Background: an optimization exercise with open tools, aiming at small area. Do not read the settings as production practice. Function was checked by simulation only, so behaviour that the tests miss may differ from the original. Power and IR drop assume default switching activity.

Design top1, start of the top module:
module top1(
	input CLOCK_50,
	input RESET_N,
	input [7:0] KEY,
	input [9:0] SW,
	output [7:0] VGA_R,
	output [7:0] VGA_G,
	output [7:0] VGA_B,
	output VGA_CLK,
	output VGA_HS,
	output VGA_VS,
	output VGA_BLANK_N,
	output VGA_SYNC_N,
	output [6:0] HEX0,
	output [6:0] HEX1,
	output [6:0] HEX2,
	output [6:0] HEX3,
	output [6:0] HEX4,
	output [6:0] HEX5
);
	wire clk = CLOCK_50;
	wire rst = !RESET_N;      
	wire gr  = SW[9];         
	wire rr  = rst || gr;
	reg ph;
	always @(posedge clk) begin
		if (rr) ph <= 1'b0;
		else    ph <= ~ph;
	end
	assign VGA_CLK = ph;
	wire sobe = !ph && !gr;
	reg ant0, ant1, ab_p, bd_p;
	always @(posedge clk) begin
		if (rst) begin
			ant0 <= 0; ant1 <= 0; ab_p <= 0; bd_p <= 0;
		end else if (sobe) begin
			ab_p <= SW[0] != ant0;
			ant0 <= SW[0];
			bd_p <= SW[1] != ant1;
			ant1 <= SW[1];
		end
	end
	wire debug = SW[8];
	reg [4:0] hq; reg [5:0] hr;
	reg [4:0] vq; reg [5:0] vr;
	reg hs_r, vs_r;
	wire h_end = (hq == 5'd16) && (hr == 6'd15);    
	wire v_end = (vq == 5'd12) && (vr == 6'd9);     
	always @(posedge clk) begin
		if (rst) begin
  ...
Settings: LEC_CHECK=0, CAP_MARGIN=30, CORE_MARGIN=2, CORE_UTILIZATION=40, SLEW_MARGIN=20; clock period 20.0 ns.
standard.sh (not shown) runs the stock make flow with config.mk's settings and CLKGATE_MAP_FILE= SYNTH_SCRIPT=/design/flow/synth_recipe.tcl, a recipe that flattens the netlist after the stock synthesis.
==> flow/flow/run.sh <==
#!/bin/bash
# Own flow: the standard layout (standard.sh) with these changes:
#  - synthesis maps the logic with an area-oriented ABC script (flow/abc_speed.script)
#    and leaves adders to ABC (no separate full/half adder mapping);
#    every yosys step before ABC, flip-flop mapping included, is the standard one,
#    so the registers are the same as the standard synthesis's;
#  - clock tree synthesis without dummy loads and with larger sink clusters;
#  - the port buffers are the smallest buffer (buf_1).
set -euo pipefail
W=$PWD
cp -r "$FLOW_HOME/scripts" "$W/scr"
cp "$W/flow/abc_speed.script" "$W/scr/abc_speed.script"
make -C "$FLOW_HOME" DESIGN_CONFIG="$W/config.mk" WORK_HOME="$W/orfs" CLKGATE_MAP_FILE= \
  SYNTH_SCRIPT="$W/synth_recipe.tcl" SCRIPTS_DIR="$W/scr" ADDER_MAP_FILE= synth > "$W/synth.log" 2>&1
CTS="-sink_clustering_enable -repair_clock_nets -dont_use_dummy_load"
CTS="$CTS -buf_list {sky130_fd_sc_hd__clkbuf_8}"
CTS="$CTS -sink_clustering_size 12 -sink_clustering_max_diameter 60"
bash "$W/standard.sh" "CTS_ARGS=$CTS" "BUFFER_PORTS_ARGS=-buffer_cell sky130_fd_sc_hd__buf_1" finish > "$W/layout.log" 2>&1
==> flow/flow/abc_speed.script <==
strash
&get -n
&fraig -x
&put
dc2
strash
&get -n
&deepsyn -T 300
&put
strash
&get -n
&dch -f
&nf -R 1000
&put
strash
&get -n
&dch -f
&nf -R 1000
&put
topo
The baseline finished clean.
Edit:
--- a/flow/flow/run.sh
+++ b/flow/flow/run.sh
@@ -15,4 +15,4 @@
 CTS="-sink_clustering_enable -repair_clock_nets -dont_use_dummy_load"
 CTS="$CTS -buf_list {sky130_fd_sc_hd__clkbuf_8}"
-CTS="$CTS -sink_clustering_size 12 -sink_clustering_max_diameter 60"
+CTS="$CTS -sink_clustering_size 14 -sink_clustering_max_diameter 80"
 bash "$W/standard.sh" "CTS_ARGS=$CTS" "BUFFER_PORTS_ARGS=-buffer_cell sky130_fd_sc_hd__buf_1" finish > "$W/layout.log" 2>&1
--- a/flow/config.mk
+++ b/flow/config.mk
@@ -6,6 +6,6 @@
 export NUM_CORES = 8
 export LEC_CHECK = 0
-export CAP_MARGIN = 30
+export CAP_MARGIN = 15
 export CORE_MARGIN = 2
-export CORE_UTILIZATION = 40
-export SLEW_MARGIN = 20
+export CORE_UTILIZATION = 55
+export SLEW_MARGIN = 5
Setup slack is worse by 0.099 ns.
Register-to-register slack is worse by 0.03 ns.
Power falls by 4.1%.
Core utilization rises by 16 points.
Edit:
--- a/flow/flow/run.sh
+++ b/flow/flow/run.sh
@@ -15,4 +15,4 @@
 CTS="-sink_clustering_enable -repair_clock_nets -dont_use_dummy_load"
 CTS="$CTS -buf_list {sky130_fd_sc_hd__clkbuf_8}"
-CTS="$CTS -sink_clustering_size 14 -sink_clustering_max_diameter 80"
+CTS="$CTS -sink_clustering_size 15 -sink_clustering_max_diameter 50"
 bash "$W/standard.sh" "CTS_ARGS=$CTS" "BUFFER_PORTS_ARGS=-buffer_cell sky130_fd_sc_hd__buf_1" finish > "$W/layout.log" 2>&1
==> flow/flow/abc_speed.script (replaced) <==
strash
&get -n
&fraig -x
&put
dc2
strash
&get -n
&dch -f
&nf -R 1000
&put
strash
&get -n
&dch -f
&nf -R 1000
&put
topo
--- a/flow/config.mk
+++ b/flow/config.mk
@@ -8,4 +8,4 @@
 export CAP_MARGIN = 15
 export CORE_MARGIN = 2
-export CORE_UTILIZATION = 55
+export CORE_UTILIZATION = 40
 export SLEW_MARGIN = 5
=> Area after synthesis came out higher by about 2%. Setup slack loses 1.2 ns. Wire length came out higher by about 3.6%.
Edit:
--- a/flow/flow/run.sh
+++ b/flow/flow/run.sh
@@ -15,4 +15,4 @@
 CTS="-sink_clustering_enable -repair_clock_nets -dont_use_dummy_load"
 CTS="$CTS -buf_list {sky130_fd_sc_hd__clkbuf_8}"
-CTS="$CTS -sink_clustering_size 15 -sink_clustering_max_diameter 50"
+CTS="$CTS -sink_clustering_size 12 -sink_clustering_max_diameter 60"
 bash "$W/standard.sh" "CTS_ARGS=$CTS" "BUFFER_PORTS_ARGS=-buffer_cell sky130_fd_sc_hd__buf_1" finish > "$W/layout.log" 2>&1
--- a/flow/flow/abc_speed.script
+++ b/flow/flow/abc_speed.script
@@ -4,4 +4,8 @@
 &put
 dc2
+strash
+&get -n
+&deepsyn -T 300
+&put
 strash
 &get -n
Final cell count goes down by 5.3%.
Synthesized cell count falls by 5.7%.
Hold slack degrades by 0.0044 ns.
Routed wire length is lower by 0.43%.
Global-route usage increases by 0.83 points.
Area after synthesis decreases by 2.0%.
Sequential power stays flat.
Count of clock-buffer cells in the layout goes down by 4.
Utilization fell by 0.24 points.
Edit:
--- a/flow/flow/run.sh
+++ b/flow/flow/run.sh
@@ -15,4 +15,4 @@
 CTS="-sink_clustering_enable -repair_clock_nets -dont_use_dummy_load"
 CTS="$CTS -buf_list {sky130_fd_sc_hd__clkbuf_8}"
-CTS="$CTS -sink_clustering_size 12 -sink_clustering_max_diameter 60"
+CTS="$CTS -sink_clustering_size 15 -sink_clustering_max_diameter 50"
 bash "$W/standard.sh" "CTS_ARGS=$CTS" "BUFFER_PORTS_ARGS=-buffer_cell sky130_fd_sc_hd__buf_1" finish > "$W/layout.log" 2>&1
==> flow/flow/abc_speed.script (replaced) <==
strash
&get -n
&fraig -x
&put
dc2
strash
&get -n
&dch -f
&nf -R 1000
&put
strash
&get -n
&dch -f
&nf -R 1000
&put
topo
--- a/flow/config.mk
+++ b/flow/config.mk
@@ -6,6 +6,6 @@
 export NUM_CORES = 8
 export LEC_CHECK = 0
-export CAP_MARGIN = 15
+export CAP_MARGIN = 30
 export CORE_MARGIN = 2
 export CORE_UTILIZATION = 40
-export SLEW_MARGIN = 5
+export SLEW_MARGIN = 20
Result:
- maximum frequency goes down by 11%
- sequential power hardly moves
- total power goes up by 2.1%
- count of clock-buffer cells in the layout goes up by 5
- hold slack is about the same
- wire length goes up by 0.55%
- combinational power goes up by 89%
- core utilization goes up by 0.51 points
- clock power stays flat

re-timing with driven ports:
Ports are ideal in the flow. The routed layouts listed here were re-timed in OpenROAD. Step 1, drivers: a clkbuf_16 drives CLOCK_50 and a buf_2 each remaining input, both assumed. Step 2, shift: input delay + t, output delay - t, t = (earliest + latest rising clock arrival at the registers) / 2. This alone moves slack from input paths to output paths. Three values: ideal ports, drivers, drivers and shift; two values: the first two.
run	t (ns)	setup slack, ns	pins driven straight from the clock port
the first run	0.986	10.356 / 10.269 / 9.671	1
the second run	0.891	10.256 / 10.308 / 9.417	1
the third run	0.942	9.093 / 9.019 / 9.942	1
the fourth run	0.978	10.266 / 10.310 / 9.344	1
the fifth run	1.005	9.075 / 8.989 / 9.994	1
After both steps every run listed still meets setup and hold. The setup slack of the fourth run, which loses most, moves by +0.044 ns with the drivers and by -0.922 ns with both steps.
